This is an optimization exercise on Yosys and OpenROAD, whose aim is small area, not a production implementation. Function was checked by simulation only, so behaviour that the tests miss may differ from the original. No activity file was given, so power comes from the tool's default toggle rates.

[flow/resyn.ys]
# Re-map the combinational logic of the standard synthesis netlist with a
# stronger ABC area script. The registers stay as they are: same instances,
# same names, same cells.
read_liberty -ignore_miss_func @LIB@
read_verilog @IN@
hierarchy -top main
setattr -mod -set keep_hierarchy 1 @SEQ@
flatten
blackbox @SEQ@
hierarchy -top main
techmap
opt -fast -purge
abc -liberty @LIB@ -dont_use *probe* -dont_use *lpflow* -constr @CONSTR@ -D 7000 -script @SCRIPT@
read_liberty -lib -overwrite @LIB@
opt_clean -purge
hilomap -singleton -hicell sky130_fd_sc_hd__conb_1 HI -locell sky130_fd_sc_hd__conb_1 LO
splitnets
opt_clean -purge
insbuf -buf sky130_fd_sc_hd__buf_4 A X
check -assert -mapped
tee -o @OUT@.stat stat -liberty @LIB@
write_verilog -noattr -nohex -nodec @OUT@
[design.v]
`timescale 1ns / 1ps
module clk_divider (
    input wire clk,
    input wire rst,
    output wire display_en,
    output wire scan_en,
    output wire sym_en,
    output wire [2:0] qh        
);
    reg [1:0] j;
    reg [9:0] u;
    wire j3 = j[1] & ~j[0];
    always @(posedge clk) begin
        if (rst) begin
            j <= 2'b00;
            u <= 10'd0;
        end else begin
            j <= {j[0], ~j[1]};
            u <= u + {9'd0, j3};
        end
    end
    assign display_en = ~j[1] & j[0];                      
    wire low = j3 & (&u[6:0]);                             
    assign scan_en    = low & ~u[7];                       
    assign sym_en     = low & u[7] & u[8] & ~u[9];         
    assign qh = u[9:7];
endmodule
`timescale 1ns / 1ps
module vga640x480(
    input wire clk, input wire rst, input wire en, input wire [1:0] symbol,
    output wire hsync, output wire vsync,
    output wire [2:0] red, output wire [2:0] green, output wire [1:0] blue
);
    reg [9:0] hx;
    wire hend = hx[9] & hx[8] & hx[6] & hx[3] & hx[2] & hx[1] & hx[0];  
    wire hwrap = en & hend;
    always @(posedge clk) begin
        if (rst | hwrap) hx <= 10'd48;
        else hx <= hx + {9'd0, en};
    end
    reg [8:0] ws;
    reg vdn;
    wire vtop = ws[8] & ws[6] & ws[5] & ws[4] & ws[2] & ws[1] & ws[0];  
    wire vend = ~ws[8] & ~ws[7];                                       
    wire [9:0] vt;
    assign vt[0] = hwrap;
    genvar i;
    generate for (i = 0; i < 9; i = i + 1) begin : vch
        assign vt[i+1] = vt[i] & (ws[i] ^ vdn);
    end endgenerate
    always @(posedge clk) begin
        if (rst | (hwrap & vdn & vend)) begin
            ws <= 9'd105;
            vdn <= 1'b0;
        end else begin
            ws <= ws ^ vt[8:0];
            if (hwrap & ~vdn & vtop) vdn <= 1'b1;
        end
    end
    assign hsync = (hx >= 10'd144);
    assign vsync = (ws >= 9'd107);
    wire activeh = (hx >= 10'd192) && (hx < 10'd832);
    wire activev = (ws > 9'd136) || (ws == 9'd136 && !vdn);
    wire active = activeh & activev;
    wire recth = (hx >= 10'd432) && (hx <= 10'd592);
    wire rectv = (ws >= 9'd296);
    wire rect = recth & rectv;
    wire [8:0] ax = hx[9] ? hx[8:0] : ~hx[8:0];
    wire [6:0] nb = ~ws[6:0];
    wire [7:0] c;
    assign c[0] = ~hx[9];
    generate for (i = 0; i < 7; i = i + 1) begin : ch
        assign c[i+1] = (ax[i] & nb[i]) | (c[i] & (ax[i] | nb[i]));
    end endgenerate
    wire diam = (ax[8:7] == 2'b00) && ws[8] && !c[7];
    wire r = (symbol == 2'd2) || (symbol == 2'd1 && rect) || (symbol == 2'd3 && !diam);
    assign red = {3{active & r}};
    assign green = {3{active & ~r}};
    assign blue = 2'b00;
endmodule
`timescale 1ns / 1ps
module main(
    input wire clk,
    input wire rst,
    input wire btnC,
    input wire btnL,
    input wire btnR,
    output wire [6:0] seg,
    output wire [3:0] an_on,
    output wire [2:0] vgaRed,
    output wire [2:0] vgaGreen,
    output wire [1:0] vgaBlue,
    output wire Hsync,
    output wire Vsync
);
    wire display_en, scan_en, sym_en;
    wire [2:0] qh;
    clk_divider div (
        .clk(clk), .rst(rst),
        .display_en(display_en), .scan_en(scan_en), .sym_en(sym_en), .qh(qh)
    );
    reg [5:0] lfsr;
    wire lz = ~|lfsr;
    wire fb = lfsr[5] ^ lfsr[0];
    wire [1:0] symbol = lfsr[1:0];
    wire sym_change = lz | lfsr[5] | (lfsr[1] ^ lfsr[0]);
    always @(posedge clk) begin
        if (rst) lfsr <= 6'd0;
        else if (sym_en) lfsr <= {lfsr[4:1], lfsr[0] | lz, fb | lz};
    end
    vga640x480 display (
        .clk(clk), .rst(rst), .en(display_en), .symbol(symbol),
        .hsync(Hsync), .vsync(Vsync),
        .red(vgaRed), .green(vgaGreen), .blue(vgaBlue)
    );
    reg winner;
    reg [3:0] p1t, p1u, p2t, p2u;
    wire inc = lfsr[1] & lfsr[0];
    wire act1 = ~winner & btnL;
    wire act2 = ~winner & btnR;
    function [3:0] tog;
        input [3:0] d;
        input up;
        begin
            tog[0] = 1'b1;
            tog[1] = up ? (d[0] & ~d[3]) : (~d[0] & (d[3] | d[2] | d[1]));
            tog[2] = up ? (d[1] & d[0]) : (~d[1] & ~d[0] & (d[3] | d[2]));
            tog[3] = up ? ((d[2] & d[1] & d[0]) | (d[3] & d[0])) : (~d[2] & ~d[1] & ~d[0]);
        end
    endfunction
    function [7:0] upd;
        input [3:0] t;
        input [3:0] u;
        input clr;
        input act;
        input up;
        reg zu, zt, enu, ent;
        begin
            zu = ~|u;
            zt = ~|t;
            enu = act & (up | ~zu | ~zt);
            ent = act & (up ? (u[3] & u[0]) : (zu & ~zt));
            upd[3:0] = clr ? {3'b000, act & up} : u ^ ({4{enu}} & tog(u, up));
            upd[7:4] = clr ? 4'b0000 : t ^ ({4{ent}} & tog(t, up));
        end
    endfunction
    wire [7:0] n1 = upd(p1t, p1u, btnC, act1, inc);
    wire [7:0] n2 = upd(p2t, p2u, btnC, act2, inc);
    always @(posedge clk) begin
        if (rst) begin
            winner <= 1'b0;
            p1t <= 4'd0; p1u <= 4'd0;
            p2t <= 4'd0; p2u <= 4'd0;
        end else begin
            winner <= (winner | btnL | btnR) & ~(sym_en & sym_change);
            {p1t, p1u} <= n1;
            {p2t, p2u} <= n2;
        end
    end
    reg [3:0] dg;
    wire blank = dg[3] & dg[2];
    reg [3:0] sel;
    always @(*) begin
        case (qh[2:1])
            2'd0: sel = p1t;
            2'd1: sel = p1u;
            2'd2: sel = p2t;
            default: sel = p2u;
        endcase
    end
    always @(posedge clk) begin
        if (rst)
            dg <= 4'hF;
        else if (scan_en)
            dg <= sel;
    end
    assign an_on[3] = blank | ~(qh == 3'd1 | qh == 3'd2);
    assign an_on[2] = blank | ~(qh == 3'd3 | qh == 3'd4);
    assign an_on[1] = blank | ~(qh == 3'd5 | qh == 3'd6);
    assign an_on[0] = blank | ~(qh == 3'd7 | qh == 3'd0);
    wire [3:0] d = dg;
    assign seg[0] = (~d[3] & ~d[2] & ~d[1] & d[0]) | (d[3] & d[2]) | (d[2] & ~d[1] & ~d[0]);
    assign seg[1] = (d[3] & d[2]) | (d[2] & ~d[1] & d[0]) | (d[2] & d[1] & ~d[0]);
    assign seg[2] = (d[3] & d[2]) | (~d[2] & d[1] & ~d[0]);
    assign seg[3] = (~d[3] & ~d[2] & ~d[1] & d[0]) | (d[2] & ~d[1] & ~d[0]) | (d[2] & d[1] & d[0]);
    assign seg[4] = (d[2] & ~d[1]) | d[0];
    assign seg[5] = (~d[3] & ~d[2] & d[0]) | (~d[2] & d[1]) | (d[1] & d[0]);
    assign seg[6] = (~d[3] & ~d[2] & ~d[1]) | (d[2] & d[1] & d[0]);
endmodule
[standard.sh]
#!/bin/bash
# synth_recipe.tcl (not shown) runs the flow's synth.tcl, then flattens the netlist and writes it again
# the make line also repeats each setting of config.mk as NAME=value (left out here)
make -C /OpenROAD-flow-scripts/flow DESIGN_CONFIG=/design/flow/config.mk WORK_HOME=/design/flow/orfs CLKGATE_MAP_FILE= SYNTH_SCRIPT=/design/flow/synth_recipe.tcl "${@:-finish}"
[config.mk]
export PLATFORM = sky130hd
export DESIGN_NAME = main
export DESIGN_NICKNAME = main
export VERILOG_FILES = /design/flow/design.v
export SDC_FILE = /design/flow/constraint.sdc
export NUM_CORES = 4
export LEC_CHECK = 0
export ABC_AREA = 1
export CAP_MARGIN = 20
export CORE_MARGIN = 2
export CORE_UTILIZATION = 40
export CTS_BUF_LIST = sky130_fd_sc_hd__clkbuf_4
export CTS_CLUSTER_DIAMETER = 200
export CTS_CLUSTER_SIZE = 40
export SLEW_MARGIN = 20
[constraint.sdc]
create_clock -name core_clock -period 7.0 [get_ports {clk}]
set_input_delay 1.4000 -clock core_clock [delete_from_list [all_inputs] [get_ports {clk}]]
set_output_delay 1.4000 -clock core_clock [all_outputs]
set_load 0.01 [all_outputs]
[flow/run.sh]
#!/bin/bash
# Own layout flow: the standard synthesis, then its combinational logic
# re-mapped by ABC with a stronger area script (registers untouched: same
# instances, names and cells), then the standard ORFS flow from floorplan on.
# Each tool's output goes to a log file of its own in the work folder.
set -euo pipefail
W=$(pwd)
F=$W/flow
YOSYS=$(command -v yosys || echo "$FLOW_HOME/../tools/install/yosys/bin/yosys")
R=$W/orfs/results/$FLOW_PLATFORM/main/base
LIB=$FLOW_HOME/platforms/$FLOW_PLATFORM/lib/sky130_fd_sc_hd__tt_025C_1v80.lib

# 1. standard synthesis
bash standard.sh synth > $W/1_synth_standard.log 2>&1
cp $R/1_2_yosys.v $W/standard_synth.v

# 2. re-map the combinational logic
SEQ=$(grep -o 'sky130_fd_sc_hd__[a-z0-9_]*' $W/standard_synth.v | sort -u | grep -E '__(dfxtp|dfrtp|dfstp|dfbbp|dfrbp|dfsbp|dfxbp|edfxtp|edfxbp|sdf|dlx|dlr|sedf|dfrtn)' | tr '\n' ' ')
printf 'set_driving_cell sky130_fd_sc_hd__buf_1\nset_load 5\n' > $W/abc.constr
sed -e "s#@LIB@#$LIB#g" -e "s#@IN@#$W/standard_synth.v#" -e "s#@OUT@#$W/resyn.v#g" \
    -e "s#@SCRIPT@#$F/area.abc#" -e "s#@CONSTR@#$W/abc.constr#" -e "s#@SEQ@#$SEQ#g" \
    $F/resyn.ys > $W/resyn.ys
$YOSYS -s $W/resyn.ys > $W/2_resyn_yosys.log 2>&1
# every register of the standard synthesis must be there, unchanged
grep -E '^\s*sky130_fd_sc_hd__\S+ \S+' $W/standard_synth.v | grep -E "$(echo $SEQ | tr ' ' '|')" | sort > $W/regs_standard.txt
grep -E '^\s*sky130_fd_sc_hd__\S+ \S+' $W/resyn.v | grep -E "$(echo $SEQ | tr ' ' '|')" | sort > $W/regs_resyn.txt
cmp $W/regs_standard.txt $W/regs_resyn.txt

# 3. the standard flow from floorplan on, on the re-mapped netlist
cp $W/resyn.v $R/1_2_yosys.v
rm -f $R/1_synth.odb $R/1_synth.sdc
bash standard.sh finish > $W/3_layout_standard.log 2>&1
[flow/area.abc]
strash
&get -n
&deepsyn -T 60
&put
strash
&get -n
&dch -f
&nf -R 1000
&put
topo
==> results of run 1 <==
## stage by stage
step | hold slack, ps | utilization, % | instance area [µm²] | total power [mW] | instances
after floorplan | 410 | - | 3030 | 0.358 | 386
after global routing | 491 | 46.2 | 3370 | 0.593 | 507
after detailed placement | 439 | 44.7 | 3260 | 0.366 | 491
after CTS | 461 | 46.2 | 3370 | 0.573 | 507
final | 452 | 46.2 | 3370 | 0.564 | 507
after global placement | 426 | 44.7 | 3260 | 0.366 | 491
## area by class of cell
class	instances	share of cell area [%]
Timing Repair Buffer	24	7.06
Inverter	9	1.00
Multi-Input combinational cell	300	49.9
Clock buffer	13	2.90
Clock inverter	3	0.446
Tap cell	99	3.68
Sequential cell	59	35.1
## state kept, by name (all words and copies together) (netlist names)
name and flops:
dg 4, display.hx 10, display.vdn 1, display.ws 9, div.j 2, div.u 10, lfsr 6, p1t 4
p1u 4, p2t 4, p2u 4, winner 1
## metal layers
metal | GRT usage, % | part of all wire (%)
met1 | 18.8 | 45
met2 | 27.2 | 48
met3 | 6.06 | 5.2
met4 | 5.05 | 1.7
met5 | 0 | 0
## final timing paths
kind         cells past startpoint           from  slack, ps             to
min                              1       div.j[1]        450       div.j[0]
min reg2reg                      1       div.j[1]        450       div.j[0]
max                             10  display.hx[9]       2650    vgaGreen[2]
max reg2reg                     11  display.hx[0]       3980  display.ws[8]
## where the power goes
group	switching, mW	internal (mW)
clock network	0.118	0.0876
logic	0.0109	0.00711
registers	0.00243	0.338
total	0.132	0.433
==> results by group, run 1 <==
Finish
  – Most frequent cells in the layout: 59 x dfxtp_1, 39 x nand2_1, 38 x nor2_1, 37 x o21ai_0, 32 x a21oi_1
  – Fillers: 770
  – Register area: 0.00118 mm²
  – Fraction of layout cells with a size suffix above 1: 4.17%
  – Area of the multi-input gates: 0.00168 mm²
  – Most common cell after layout, fill and taps aside: dfxtp_1
  – Final net count: 408
  – Antenna fix cells: 0
  – Area Growth Syn to Fin: 11.3%

Route
  – Post-Route WL: 6.32 mm
  – DR DRC count: 0
  – Vias: 2660
  – Number of DRC markers in iteration 0: 67
  – Detail Route Antenna Nets: 0
  – Routed len/inst: 12.5 µm
  – Drt pass-1 iters: 4
  – Vias/cell: 5.25

Synthesis
  – Gate count of the mapped netlist: 385
  – YS warnings: 3
  – Mapped cell area: 0.00303 mm²
  – Syn Area/Cell: 7.86 µm²

STA
  – RSZ-0062 raised after global routing: false
  – Post-route minimum period: 4350 ps
  – # setup viols final: 0
  – Worst clock skew: 16.1 ps
  – Slew Limit Fails: 0
  – Max-slew headroom: 60.4%
  – Final TNS setup: 0 ps
  – PnR worst setup slack: 2650 ps
  – Worst Tran Pin Value: 591 ps
  – Final hold violations: 0
  – Final worst-path cycle share: 62.1%
  – F_max: 230 MHz

Power and ir drop
  – PwrDens: 167 mW/mm²
  – Pleak: 1.28 nW
  – Peak supply drop: 0.000105 V

Setup path
  – CP Buf/Inv Count: 1
  – Most numerous cell on the critical path: o21ai_0
  – Cell Chain, Critical Path: xor2_1, o22ai_1, o21ai_0, o21ai_0, a21oi_1, a221oi_1, o21ai_0, o21ai_0, nor2_1, clkdlybuf4s50_1
  – Setup crit start kind: flop
  – Worst-path maximum fanout: 11
  – Crit path DAT: 2950 ps
  – Critical path data required time: 5600 ps
  – CP max-delay cell: dfxtp_1
  – CP delay by family, top: compound AO/OA/AOI/OAI gates
  – Crit path capture type: output pin
  – Slowest stage delay, CP: 600 ps
  – Worst Setup Path Type: reg2out

Global routing
  – First-pass GRT wire length: 10.8 mm
  – Total track usage: 16.1%
  – Largest net degree at the start of global routing: 29
  – Vias in the first global route: 2445
  – Initial antenna violation count: 0
  – Gr ovfl total: 0

Placement
  – Dpl ws: 3100 ps
  – Hpwl dp: 4.61 mm
  – Final Wtd Congestion: 0.770
  – I/O Buffers: 23

Clock network
  – CTS tree: done
  – H-tree Lvls: 3
  – Clock latency on the worst-skew pair: 400 ps
  – CTS clock-pin slew for the worst setup and hold paths: 90 ps
  – Clock root cell: clkbuf_4
  – Clk buf depth: 2
  – Clk sinks: 59
  – CTS Hold Bufs: 0
  – Post-cts repair resize count: 0
  – Total CTS buffers: 9
  – Setup bufs post-CTS: 0

Run
  – MaxCap Viol Count: 0

Die
  – Die Height: 91.0 µm
  – I/O pin count: 26
  – Row Count: 31
  – DIE AREA: 0.00828 mm²
  – Die W: 91.0 µm
  – Initial Utilization: 41.5%
  – Core Footprint: 0.00729 mm²

Status
  – Status: timing/DRC/antenna clean

Hold path
  – Class of the worst hold path: reg2reg
==> inputs of run 2 (changes only) <==
==> flow/run.sh (replaced) <==
#!/bin/bash
# Own layout flow: the standard synthesis, then its combinational logic
# re-mapped by ABC with a stronger area script (registers untouched: same
# instances, names and cells), then the standard ORFS flow from floorplan on,
# with the smallest buffer on the ports and a smaller clock tree.
# Each tool's output goes to a log file of its own in the work folder.
set -euo pipefail
W=$(pwd)
F=$W/flow
YOSYS=$(command -v yosys || echo "$FLOW_HOME/../tools/install/yosys/bin/yosys")
R=$W/orfs/results/$FLOW_PLATFORM/main/base
LIB=$FLOW_HOME/platforms/$FLOW_PLATFORM/lib/sky130_fd_sc_hd__tt_025C_1v80.lib
SEEDS=${RESYN_SEEDS:-"1 2 3 4 5 6 7 8"}

# 1. standard synthesis
bash standard.sh synth > $W/1_synth_standard.log 2>&1
cp $R/1_2_yosys.v $W/standard_synth.v

# 2. re-map the combinational logic, with several seeds of ABC's &deepsyn,
#    four at a time, and keep the smallest result
SEQ=$(grep -o 'sky130_fd_sc_hd__[a-z0-9_]*' $W/standard_synth.v | sort -u | grep -E '__(dfxtp|dfrtp|dfstp|dfbbp|dfrbp|dfsbp|dfxbp|edfxtp|edfxbp|sdf|dlx|dlr|sedf|dfrtn)' | tr '\n' ' ')
printf 'set_driving_cell sky130_fd_sc_hd__buf_1\nset_load 5\n' > $W/abc.constr
for s in $SEEDS; do
  sed -e "s#@SEED@#$s#" $F/area.abc > $W/area_$s.abc
  sed -e "s#@LIB@#$LIB#g" -e "s#@IN@#$W/standard_synth.v#" -e "s#@OUT@#$W/resyn_$s.v#g" \
      -e "s#@SCRIPT@#$W/area_$s.abc#" -e "s#@CONSTR@#$W/abc.constr#" -e "s#@SEQ@#$SEQ#g" \
      $F/resyn.ys > $W/resyn_$s.ys
done
printf '%s\n' $SEEDS | xargs -P 4 -I{} sh -c "$YOSYS -s $W/resyn_{}.ys > $W/2_resyn_yosys_{}.log 2>&1 || true"
best=""; best_area=""
for s in $SEEDS; do
  [[ -f $W/resyn_$s.v.stat ]] || continue
  a=$(awk '/Chip area for module/ {print $NF}' $W/resyn_$s.v.stat)
  echo "seed $s area $a" >> $W/2_resyn_areas.log
  if [[ -z "$best" ]] || awk "BEGIN{exit !($a < $best_area)}"; then best=$s; best_area=$a; fi
done
echo "best seed $best area $best_area" >> $W/2_resyn_areas.log
cp $W/resyn_$best.v $W/resyn.v
# every register of the standard synthesis must be there, unchanged
grep -E '^\s*sky130_fd_sc_hd__\S+ \S+' $W/standard_synth.v | grep -E "$(echo $SEQ | tr ' ' '|')" | sort > $W/regs_standard.txt
grep -E '^\s*sky130_fd_sc_hd__\S+ \S+' $W/resyn.v | grep -E "$(echo $SEQ | tr ' ' '|')" | sort > $W/regs_resyn.txt
cmp $W/regs_standard.txt $W/regs_resyn.txt

# 3. the standard flow from floorplan on, on the re-mapped netlist
cp $W/resyn.v $R/1_2_yosys.v
rm -f $R/1_synth.odb $R/1_synth.sdc
bash standard.sh \
    "BUFFER_PORTS_ARGS=-buffer_cell sky130_fd_sc_hd__buf_1" \
    "CTS_ARGS=-sink_clustering_enable -repair_clock_nets -buf_list sky130_fd_sc_hd__clkbuf_4 -sink_clustering_size 60 -sink_clustering_max_diameter 500 -dont_use_dummy_load" \
    finish > $W/3_layout_standard.log 2>&1
==> flow/area.abc (replaced) <==
strash
&get -n
&deepsyn -T 60 -S @SEED@
&put
strash
&get -n
&dch -f
&nf -R 1000
&put
topo
==> results by group, run 2 <==
Status
  – Status: timing/DRC/antenna clean

Route
  – DR DRC count: 0 (unchanged)
  – Number of DRC markers in iteration 0: 78 (+16%)
  – Vias/cell: 5.36 (+2.2%)
  – Vias: 2557 (-3.9%)
  – Detail Route Antenna Nets: 0 (unchanged)
  – Drt pass-1 iters: 4 (unchanged)
  – Routed len/inst: 12.9 µm (+3.8%)
  – Post-Route WL: 6.17 mm (-2.3%)

Setup path
  – Setup crit end: vgaRed[1]
  – Worst-path maximum fanout: 7 (-4)
  – Worst R2R Path Depth: 12 (+1)
  – Critical path data required time: 5600 ps (about the same)
  – Worst r2r src: display.hx[0]
  – RR Endpoint: display.ws[8]
  – Crit path from: display.ws[0]
  – Crit path capture type: output pin
  – Worst Setup Path Type: reg2out
  – Worst reg-to-reg setup slack: 3470 ps (-510 ps)
  – Setup crit start kind: flop
  – Crit path DAT: 2580 ps (-370 ps)

Clock network
  – H-tree Lvls: 3 (unchanged)
  – Clk buf depth: 2 (unchanged)
  – Clock latency on the worst-skew pair: 400 ps (about the same)
  – CTS clock-pin slew for the worst setup and hold paths: 90 ps (about the same)
  – Clk sinks: 59 (unchanged)
  – CTS tree: done
  – Total CTS buffers: 9 (unchanged)
  – CTS Hold Bufs: 0 (unchanged)
  – Post-cts repair resize count: 0 (unchanged)
  – Setup bufs post-CTS: 0 (unchanged)
  – Clock root cell: clkbuf_4

Placement
  – Final Wtd Congestion: 0.825 (+7.1%)
  – DP Cell Count: 468 (-4.7%)
  – Hpwl dp: 4.51 mm (-2.2%)
  – I/O Buffers: 23 (unchanged)

Global routing
  – Initial antenna violation count: 0 (unchanged)
  – First-pass GRT wire length: 10.7 mm (-0.90%)
  – Total track usage: 16.1% (about the same)
  – Largest net degree at the start of global routing: 21 (-28%)
  – Vias in the first global route: 2349 (-3.9%)
  – Gr ovfl total: 0 (unchanged)

Synthesis
  – Gate count of the mapped netlist: 362 (-6.0%)
  – YS warnings: 3 (unchanged)
  – Mapped cell area: 0.00299 mm² (-1.3%)
  – Syn Area/Cell: 8.25 µm² (+4.9%)

Finish
  – Register area: 0.00118 mm² (unchanged)
  – Registers with the most flip-flops: display.hx: 10 flops, div.u: 10 flops, display.ws: 9 flops
  – Most common cell after layout, fill and taps aside: dfxtp_1
  – Most frequent cells in the layout: 59 x dfxtp_1, 38 x a21oi_1, 37 x nand2_1, 34 x nor2_1, 29 x o21ai_0
  – Area Growth Syn to Fin: 5.15%
  – Fillers: 770 (unchanged)
  – Fraction of layout cells with a size suffix above 1: 3.70% (-0.46 points)
  – Final net count: 385 (-5.6%)
  – Area of the multi-input gates: 0.00164 mm² (-2.4%)
  – Final non-filler cell total: 477 (-5.9%)
  – Antenna fix cells: 0 (unchanged)

STA
  – Max-slew headroom: 58.1% (-2.4 points)
  – Post-route minimum period: 3980 ps (-369 ps)
  – F_max: 251 MHz (+9.3%)
  – Final TNS setup: 0 ps (unchanged)
  – Worst Tran Pin Value: 629 ps (+37.2 ps)
  – Worst clock skew: 39.4 ps (+23.2 ps)
  – Slew Limit Fails: 0 (unchanged)
  – Final worst-path cycle share: 56.8% (-5.3 points)
  – # setup viols final: 0 (unchanged)
  – Final hold violations: 0 (unchanged)
  – RSZ-0062 raised after global routing: false

Die
  – Row Count: 31 (unchanged)
  – DIE AREA: 0.00817 mm² (-1.3%)
  – Die W: 90.4 µm (-0.63%)
  – Initial Utilization: 41.2% (-0.33 points)
  – I/O pin count: 26 (unchanged)
  – Core Footprint: 0.00725 mm² (-0.53%)
  – Die Height: 90.4 µm (-0.63%)

Power and ir drop
  – PwrDens: 168 mW/mm² (about the same)
  – Pleak: 1.12 nW (-12%)
  – Peak supply drop: 0.000110 V (+5.3%)

Hold path
  – Class of the worst hold path: reg2reg
  – Hold path depth: 1 (unchanged)

Run
  – MaxCap Viol Count: 0 (unchanged)
## run 2: power by group
group,internal (mW),leakage (nW),switching [mW]
sequential,0.339,0.477,0.00328
combinational,0.00668,0.605,0.0133
clock,0.0596,0.0414,0.105
total,0.405,1.12,0.121
## run 2: how the worst min path moves through the flow
stage	endpoint	startpoint	slack, ps
2_1_floorplan	div.j[0]	div.j[1]	420
6_report	div.j[0]	div.j[1]	470
3_5_place_dp	div.u[4]	div.u[4]	460
5_1_grt	div.j[1]	div.j[0]	490
3_3_place_gp	div.u[1]	div.u[1]	450
4_1_cts	div.j[1]	div.j[0]	470
## run 2: final cells by class
class                      instances  area share [%]
multi-input combinational        277            52.2
sequential                        59            37.6
tap                               99            3.94
timing repair buffer              24            2.99
clock buffer                       9            2.15
inverter                           9            1.08
## run 2: through the flow
| step | total power, mW | area, µm² | util [%] | worst slack (ps) | hold slack [ps] |
|---|---|---|---|---|---|
| 2_1_floorplan | 0.362 | 2990 | - | 3800 | 422 |
| 6_report | 0.526 | 3140 | 43.3 | 3020 | 468 |
| 3_5_place_dp | 0.370 | 3070 | 42.4 | 3420 | 459 |
| 4_1_cts | 0.534 | 3140 | 43.3 | 2970 | 474 |
| 5_1_grt | 0.552 | 3140 | 43.3 | 2740 | 490 |
| 3_3_place_gp | 0.369 | 3070 | 42.4 | 3450 | 451 |
## run 2: layer usage
metal | wire [µm] | part of all wire (%) | track usage, %
met5 | 0 | 0 | 0
met4 | 107 | 1.7 | 5.90
met3 | 265 | 4.3 | 5.59
met2 | 2790 | 45 | 25.9
met1 | 3000 | 49 | 19.8
## run 2: critical path: stages (launching register included)
cell       delay (ps)
dfxtp_1           410
nor2_1            200
a21oi_1            60
o22ai_1           140
a21oi_1            80
o21ai_0           160
a21oi_1           110
a221oi_1          230
o21ai_0           130
o211ai_1          100
o2bb2ai_1         170
nor2b_1           230
buf_1             180
==> inputs of run 3 (changes only) <==
--- a/flow/run.sh
+++ b/flow/run.sh
@@ -11,5 +11,5 @@
 R=$W/orfs/results/$FLOW_PLATFORM/main/base
 LIB=$FLOW_HOME/platforms/$FLOW_PLATFORM/lib/sky130_fd_sc_hd__tt_025C_1v80.lib
-SEEDS=${RESYN_SEEDS:-"1 2 3 4 5 6 7 8"}
+SEEDS=${RESYN_SEEDS:-"1 2 3 4 5 6 7 8 9 10 11 12 13 14 15 16 17 18 19 20 21 22 23 24 25 26 27 28 29 30 31 32"}
 
 # 1. standard synthesis
--- a/config.mk
+++ b/config.mk
@@ -7,5 +7,5 @@
 export LEC_CHECK = 0
 export ABC_AREA = 1
-export CAP_MARGIN = 20
+export CAP_MARGIN = 0
 export CORE_MARGIN = 2
 export CORE_UTILIZATION = 40
@@ -13,3 +13,3 @@
 export CTS_CLUSTER_DIAMETER = 200
 export CTS_CLUSTER_SIZE = 40
-export SLEW_MARGIN = 20
+export SLEW_MARGIN = 0
==> results by group, run 3 <==
Clock network
  – CTS Hold Bufs: 0 (unchanged)
  – Clk sinks: 59 (unchanged)
  – Clock latency on the worst-skew pair: 400 ps (about the same)
  – CTS clock-pin slew for the worst setup and hold paths: 90 ps (about the same)
  – Clock root cell: clkbuf_4
  – Total CTS buffers: 9 (unchanged)
  – H-tree Lvls: 3 (unchanged)
  – Setup bufs post-CTS: 0 (unchanged)
  – Post-cts repair resize count: 0 (unchanged)
  – Clk buf depth: 2 (unchanged)
  – CTS tree: done

Power and ir drop
  – Peak supply drop: 0.0000841 V (-24%)
  – Pleak: 1.15 nW (+2.4%)
  – PwrDens: 166 mW/mm² (-0.81%)
  – Tot Pwr: 0.521 mW (-0.92%)

STA
  – Final hold violations: 0 (unchanged)
  – F_max: 260 MHz (+3.6%)
  – Worst clock skew: 23.3 ps (-16.1 ps)
  – Max-slew headroom: 50.5% (-7.6 points)
  – Final worst-path cycle share: 54.9% (-2.0 points)
  – Slew Limit Fails: 0 (unchanged)
  – Final TNS setup: 0 ps (unchanged)
  – RSZ-0062 raised after global routing: false
  – Post-route minimum period: 3840 ps (-138 ps)
  – Worst Tran Pin Value: 740 ps (+111 ps)
  – # setup viols final: 0 (unchanged)
  – PnR worst setup slack: 3160 ps (+138 ps)

Synthesis
  – Mapped cell area: 0.00298 mm² (-0.13%)
  – YS warnings: 3 (unchanged)
  – Gate count of the mapped netlist: 381 (+5.2%)
  – Syn Area/Cell: 7.83 µm² (-5.1%)

Finish
  – Core Util, Final: 43.2% (-0.052 points)
  – Final net count: 404 (+4.9%)
  – Fraction of layout cells with a size suffix above 1: 2.52% (-1.2 points)
  – Most frequent cells in the layout: 59 x dfxtp_1, 46 x nor2_1, 40 x nand2_1, 36 x a21oi_1, 31 x o21ai_0
  – Antenna fix cells: 0 (unchanged)
  – Fillers: 770 (unchanged)
  – Registers with the most flip-flops: display.hx: 10 flops, div.u: 10 flops, display.ws: 9 flops
  – Most common cell after layout, fill and taps aside: dfxtp_1
  – Final non-filler cell total: 496 (+4.0%)
  – Area Growth Syn to Fin: 5.16% (about the same)

Die
  – Die W: 90.4 µm (about the same)
  – Row Count: 31 (unchanged)
  – I/O pin count: 26 (unchanged)
  – Core Footprint: 0.00725 mm² (unchanged)
  – DIE AREA: 0.00816 mm² (-0.12%)
  – Die Height: 90.4 µm (about the same)
  – Initial Utilization: 41.1% (-0.052 points)

Route
  – DR DRC count: 0 (unchanged)
  – Detail Route Antenna Nets: 0 (unchanged)
  – Drt pass-1 iters: 4 (unchanged)
  – Post-Route WL: 6.09 mm (-1.2%)
  – Vias/cell: 5.32 (-0.71%)
  – Vias: 2640 (+3.2%)
  – Routed len/inst: 12.3 µm (-5.0%)
  – Number of DRC markers in iteration 0: 86 (+10%)

Setup path
  – Worst Setup Path Type: reg2out
  – Cell Chain, Critical Path: nor2_1, a21oi_1, o221ai_1, a21oi_1, o21ai_0, a21oi_1, a221oi_1, o21ai_0, o21ai_0, nor2_1, buf_1
  – Crit path DAT: 2440 ps (-140 ps)
  – Worst-path maximum fanout: 8 (+1)
  – Critical path data required time: 5600 ps (about the same)
  – Slowest stage delay, CP: 540 ps (+130 ps)
  – Setup crit start kind: flop
  – CP max-delay cell: dfxtp_1
  – Crit path capture type: output pin

Placement
  – Final Wtd Congestion: 0.844 (+2.3%)
  – DP Cell Count: 487 (+4.1%)
  – I/O Buffers: 23 (unchanged)
  – Dpl ws: 3600 ps (+182 ps)
  – Hpwl dp: 4.46 mm (-1.2%)

Global routing
  – Initial antenna violation count: 0 (unchanged)
  – First-pass GRT wire length: 10.3 mm (-4.1%)
  – Vias in the first global route: 2317 (-1.4%)
  – Gr ovfl total: 0 (unchanged)
  – Total track usage: 15.5% (-0.58 points)
  – Largest net degree at the start of global routing: 29 (+38%)

Status
  – Status: timing/DRC/antenna clean

Run
  – MaxCap Viol Count: 0 (unchanged)

Hold path
  – Class of the worst hold path: reg2reg
==> run 3: area by class of cell <==
cell class / instances / area (µm²) / share of cell area (%)
clock buffers: 9 / 67.6 / 2.15
repair buffers: 24 / 93.8 / 2.99
well taps: 99 / 124 / 3.95
multi-input cells: 296 / 1640 / 52.2
flip-flops and latches: 59 / 1180 / 37.7
inverters: 9 / 33.8 / 1.08
==> run 3: worst max-delay path, delay by kind of cell (launching register included) <==
family	cells	cell delay (ps)
and+or+nand+nor	2	270
AOI/OAI and AO/OA	8	1070
DFF	1	540
buffers and inverters	1	180
==> run 3: per-layer routing <==
metal,share of wire (%),track usage [%],vias to the layer above
li1,-,-,1401
met1,47,18.0,1186
met2,47,26.3,49
met3,4.8,6.68,4
met4,1.0,3.85,0
met5,0,0,-
==> run 3: final timing paths <==
| path | cells past startpoint | slack, ps | start | end |
|---|---|---|---|---|
| worst max-delay path | 11 | 3160 | display.ws[0] | vgaGreen[2] |
| worst min-delay path | 1 | 450 | div.j[1] | div.j[0] |
| worst max register to register | 12 | 3750 | display.hx[0] | display.ws[8] |
| worst min register to register | 1 | 450 | div.j[1] | div.j[0] |
==> run 3: metrics by stage <==
stage	area, µm²	hold slack, ps
finish	3140	447
global route	3140	478
CTS	3140	454
detailed placement	3070	432
global placement	3070	425
floorplan	2990	410
==> run 3: power by group <==
part / internal (mW) / leakage [nW] / switching, mW
logic: 0.00512 / 0.632 / 0.0103
clock network: 0.0595 / 0.0414 / 0.106
registers: 0.338 / 0.477 / 0.00227
==> inputs of run 4 (changes only) <==
--- a/design.v
+++ b/design.v
@@ -6,5 +6,5 @@
     output wire scan_en,
     output wire sym_en,
-    output wire [2:0] qh        
+    output wire [1:0] ph        
 );
     reg [1:0] j;
@@ -14,5 +14,5 @@
         if (rst) begin
             j <= 2'b00;
-            u <= 10'd0;
+            u <= 10'h380;
         end else begin
             j <= {j[0], ~j[1]};
@@ -22,7 +22,7 @@
     assign display_en = ~j[1] & j[0];                      
     wire low = j3 & (&u[6:0]);                             
-    assign scan_en    = low & ~u[7];                       
-    assign sym_en     = low & u[7] & u[8] & ~u[9];         
-    assign qh = u[9:7];
+    assign scan_en    = low & u[7];                        
+    assign sym_en     = low & ~u[7] & u[8] & ~u[9];        
+    assign ph = u[9:8];
 endmodule
 `timescale 1ns / 1ps
@@ -95,8 +95,8 @@
 );
     wire display_en, scan_en, sym_en;
-    wire [2:0] qh;
+    wire [1:0] ph;
     clk_divider div (
         .clk(clk), .rst(rst),
-        .display_en(display_en), .scan_en(scan_en), .sym_en(sym_en), .qh(qh)
+        .display_en(display_en), .scan_en(scan_en), .sym_en(sym_en), .ph(ph)
     );
     reg [5:0] lfsr;
@@ -162,8 +162,8 @@
     reg [3:0] sel;
     always @(*) begin
-        case (qh[2:1])
-            2'd0: sel = p1t;
-            2'd1: sel = p1u;
-            2'd2: sel = p2t;
+        case (ph)
+            2'd3: sel = p1t;
+            2'd0: sel = p1u;
+            2'd1: sel = p2t;
             default: sel = p2u;
         endcase
@@ -175,8 +175,8 @@
             dg <= sel;
     end
-    assign an_on[3] = blank | ~(qh == 3'd1 | qh == 3'd2);
-    assign an_on[2] = blank | ~(qh == 3'd3 | qh == 3'd4);
-    assign an_on[1] = blank | ~(qh == 3'd5 | qh == 3'd6);
-    assign an_on[0] = blank | ~(qh == 3'd7 | qh == 3'd0);
+    assign an_on[3] = blank | (ph != 2'd0);
+    assign an_on[2] = blank | (ph != 2'd1);
+    assign an_on[1] = blank | (ph != 2'd2);
+    assign an_on[0] = blank | (ph != 2'd3);
     wire [3:0] d = dg;
     assign seg[0] = (~d[3] & ~d[2] & ~d[1] & d[0]) | (d[3] & d[2]) | (d[2] & ~d[1] & ~d[0]);
--- a/flow/run.sh
+++ b/flow/run.sh
@@ -11,5 +11,5 @@
 R=$W/orfs/results/$FLOW_PLATFORM/main/base
 LIB=$FLOW_HOME/platforms/$FLOW_PLATFORM/lib/sky130_fd_sc_hd__tt_025C_1v80.lib
-SEEDS=${RESYN_SEEDS:-"1 2 3 4 5 6 7 8 9 10 11 12 13 14 15 16 17 18 19 20 21 22 23 24 25 26 27 28 29 30 31 32"}
+SEEDS=${RESYN_SEEDS:-"1 2 3 4 5 6 7 8 9 10 11 12 13 14 15 16"}
 
 # 1. standard synthesis
--- a/config.mk
+++ b/config.mk
@@ -7,5 +7,5 @@
 export LEC_CHECK = 0
 export ABC_AREA = 1
-export CAP_MARGIN = 0
+export CAP_MARGIN = 20
 export CORE_MARGIN = 2
 export CORE_UTILIZATION = 40
@@ -13,3 +13,3 @@
 export CTS_CLUSTER_DIAMETER = 200
 export CTS_CLUSTER_SIZE = 40
-export SLEW_MARGIN = 0
+export SLEW_MARGIN = 20
==> results by group, run 4 <==
Status
  – Status: timing/DRC/antenna clean

Clock network
  – Clock latency on the worst-skew pair: 400 ps (about the same)
  – CTS Hold Bufs: 0 (unchanged)
  – Clk sinks: 59 (unchanged)
  – Clock root cell: clkbuf_4
  – Total CTS buffers: 9 (unchanged)
  – H-tree Lvls: 3 (unchanged)
  – Setup bufs post-CTS: 0 (unchanged)
  – Post-cts repair resize count: 0 (unchanged)
  – CTS clock-pin slew for the worst setup and hold paths: 90 ps (about the same)
  – CTS tree: done
  – Clk buf depth: 2 (unchanged)

Hold path
  – Min-Delay Startpoint: div.j[1]
  – Hold path depth: 1 (unchanged)
  – Class of the worst hold path: reg2reg
  – Worst min-delay path endpoint: div.j[0]

Power and ir drop
  – Pleak: 1.12 nW (-3.0%)
  – Clock network fraction of design power: 31.0% (-0.8 points)
  – Int Power: 0.403 mW (about the same)
  – Switching Share: 22.1% (-0.71 points)
  – Psw: 0.114 mW (-3.9%)
  – Sequential power share: 65.8% (+0.6 points)
  – PwrDens: 164 mW/mm² (-1.3%)
  – Peak supply drop: 0.0000916 V (+8.9%)
  – Combinational share of power: 3.2% (+0.2 points)

STA
  – Worst clock skew: 36.3 ps (+13.0 ps)
  – Worst Tran Pin Value: 577 ps (-163 ps)
  – RSZ-0062 raised after global routing: false
  – # setup viols final: 0 (unchanged)
  – Final TNS setup: 0 ps (unchanged)
  – Max-slew headroom: 61.4% (+11 points)
  – F_max: 257 MHz (-1.2%)
  – Post-route minimum period: 3890 ps (+48.5 ps)
  – Fin Hold WS: 445 ps (-2.23 ps)
  – Final hold violations: 0 (unchanged)
  – Slew Limit Fails: 0 (unchanged)
  – Final worst-path cycle share: 55.6% (+0.69 points)

Global routing
  – Gr ovfl total: 0 (unchanged)
  – First-pass GRT wire length: 10.6 mm (+3.4%)
  – Largest net degree at the start of global routing: 28 (-3.4%)
  – Vias in the first global route: 2371 (+2.3%)
  – Initial antenna violation count: 0 (unchanged)
  – Total track usage: 15.8% (+0.28 points)

Finish
  – Area Growth Syn to Fin: 5.13% (about the same)
  – Antenna fix cells: 0 (unchanged)
  – Most frequent cells in the layout: 59 x dfxtp_1, 44 x a21oi_1, 42 x nor2_1, 33 x o21ai_0, 30 x nand2_1
  – Most common cell after layout, fill and taps aside: dfxtp_1
  – Final net count: 399 (-1.2%)
  – Registers with the most flip-flops: display.hx: 10 flops, div.u: 10 flops, display.ws: 9 flops
  – Fraction of layout cells with a size suffix above 1: 2.55% (+0.032 points)
  – Fillers: 764 (-0.78%)

Placement
  – I/O Buffers: 23 (unchanged)
  – Final Wtd Congestion: 0.833 (-1.4%)
  – Hpwl dp: 4.36 mm (-2.2%)

Setup path
  – Most numerous cell on the critical path: o21ai_0
  – RR Endpoint: display.ws[8]
  – Worst r2r src: display.hx[0]
  – Cell Chain, Critical Path: xor2_1, o21ai_0, o21ai_0, o21ai_0, a21oi_1, a221oi_1, nor2_1, o21ai_0, a21oi_1, and2_0, buf_1
  – Critical path data required time: 5600 ps (about the same)
  – Worst reg-to-reg setup slack: 3810 ps (+60 ps)
  – Setup crit start kind: flop
  – Slowest stage delay, CP: 590 ps (+50 ps)
  – Worst-path maximum fanout: 12 (+4)
  – Worst R2R Path Depth: 11 (-1)
  – Worst Setup Path Type: reg2out
  – Crit path capture type: output pin
  – Crit path DAT: 2490 ps (+50 ps)
  – CP max-delay cell: dfxtp_1

Die
  – DIE AREA: 0.00821 mm² (+0.52%)
  – Die Height: 90.6 µm (+0.26%)
  – I/O pin count: 26 (unchanged)
  – Row Count: 31 (unchanged)
  – Initial Utilization: 41.3% (+0.22 points)
  – Core Footprint: 0.00725 mm² (unchanged)
  – Die W: 90.6 µm (+0.26%)

Route
  – Vias: 2622 (-0.68%)
  – Drt pass-1 iters: 4 (unchanged)
  – Number of DRC markers in iteration 0: 110 (+28%)
  – Post-Route WL: 6.02 mm (-1.2%)
  – Vias/cell: 5.34 (+0.33%)
  – Routed len/inst: 12.3 µm (-0.18%)
  – DR DRC count: 0 (unchanged)
  – Detail Route Antenna Nets: 0 (unchanged)

Synthesis
  – YS warnings: 3 (unchanged)
  – Syn Area/Cell: 7.98 µm² (+1.9%)
  – Mapped cell area: 0.00300 mm² (+0.55%)
  – Gate count of the mapped netlist: 376 (-1.3%)

Run
  – MaxCap Viol Count: 0 (unchanged)
[run 4: power groups by stage]
stage / clock network (mW) / logic, mW / registers [mW]
6_report: 0.160 / 0.0168 / 0.340
2_1_floorplan: 0 / 0.0111 / 0.347
5_1_grt: 0.187 / 0.0195 / 0.341
3_5_place_dp: 0 / 0.0169 / 0.348
4_1_cts: 0.172 / 0.0170 / 0.340
3_3_place_gp: 0 / 0.0167 / 0.348
[run 4: worst max-delay path: cells and delay by family (launching register included)]
kind | cells | cell delay, ps
DFF | 1 | 590
and+or+nand+nor | 2 | 310
buffers and inverters | 1 | 170
xor gates and xnor gates | 1 | 240
AOI/OAI and AO/OA | 7 | 810
[run 4: layout make-up]
| class | instances | area, µm² | share of cell area (%) |
|---|---|---|---|
| inverter | 7 | 26.3 | 0.833 |
| timing repair buffer | 24 | 93.8 | 2.98 |
| multi-input combinational | 293 | 1660 | 52.7 |
| tap | 99 | 124 | 3.93 |
| clock buffer | 9 | 67.6 | 2.14 |
| sequential | 59 | 1180 | 37.5 |
[run 4: per-stage QoR]
stage | power [mW] | instances | cell area [µm²] | utilization (%) | setup WS, ps
after global routing | 0.547 | 491 | 3150 | 43.5 | 2770
after floorplan | 0.358 | 377 | 3000 | - | 3770
final | 0.517 | 491 | 3150 | 43.5 | 3110
after CTS | 0.529 | 491 | 3150 | 43.5 | 3080
after detailed placement | 0.365 | 482 | 3090 | 42.5 | 3510
after global placement | 0.365 | 482 | 3090 | 42.5 | 3580
[run 4: how the worst max path moves through the flow]
| stage | end | startpoint | slack (ps) | depth (start not counted) |
|---|---|---|---|---|
| CTS | vgaGreen[1] | display.hx[9] | 3080 | 11 |
| finish | vgaGreen[2] | display.hx[9] | 3110 | 11 |
| detailed placement | vgaGreen[1] | display.hx[9] | 3510 | 11 |
| global placement | vgaGreen[0] | display.hx[9] | 3580 | 11 |
| global route | vgaRed[2] | display.hx[9] | 2770 | 11 |
| floorplan | vgaRed[0] | display.hx[9] | 3770 | 11 |
[run 4: layer usage]
metal | up-vias | part of all wire (%) | GRT usage [%]
li1 | 1395 | - | -
met1 | 1184 | 49 | 19.8
met2 | 37 | 46 | 25.3
met3 | 6 | 3.1 | 5.34
met4 | 0 | 1.4 | 5.26
met5 | - | 0 | 0

## afterwards: timing with drivers on the ports
The results above use ideal ports. As a check the final layouts listed here were re-extracted and re-timed, cells and wires unchanged. Step 1 assumes that a clkbuf_16 drives the clock port and a buf_2 every other input. Step 2 also shifts input and output timing later by t, the mid clock arrival at the registers, as if the neighbouring blocks saw the same clock. Three values: ideal, step 1, step 2; two values: the first two.
run	t, ns	slack for setup (ns)	hold WS [ns]	clock arrival spread, ns	cell pins on the clock port's net
run 1	0.421	2.652 / 2.623 / 3.044	0.452 / 0.452 / 0.452	0.017 / 0.016	1
run 2	0.406	3.021 / 2.994 / 3.400	0.468 / 0.468 / 0.468	0.040 / 0.039	1
run 3	0.418	3.159 / 3.130 / 3.548	0.447 / 0.447 / 0.447	0.023 / 0.024	1
run 4	0.408	3.110 / 3.082 / 3.490	0.445 / 0.445 / 0.445	0.037 / 0.036	1
After both steps setup and hold are still met in every run listed.
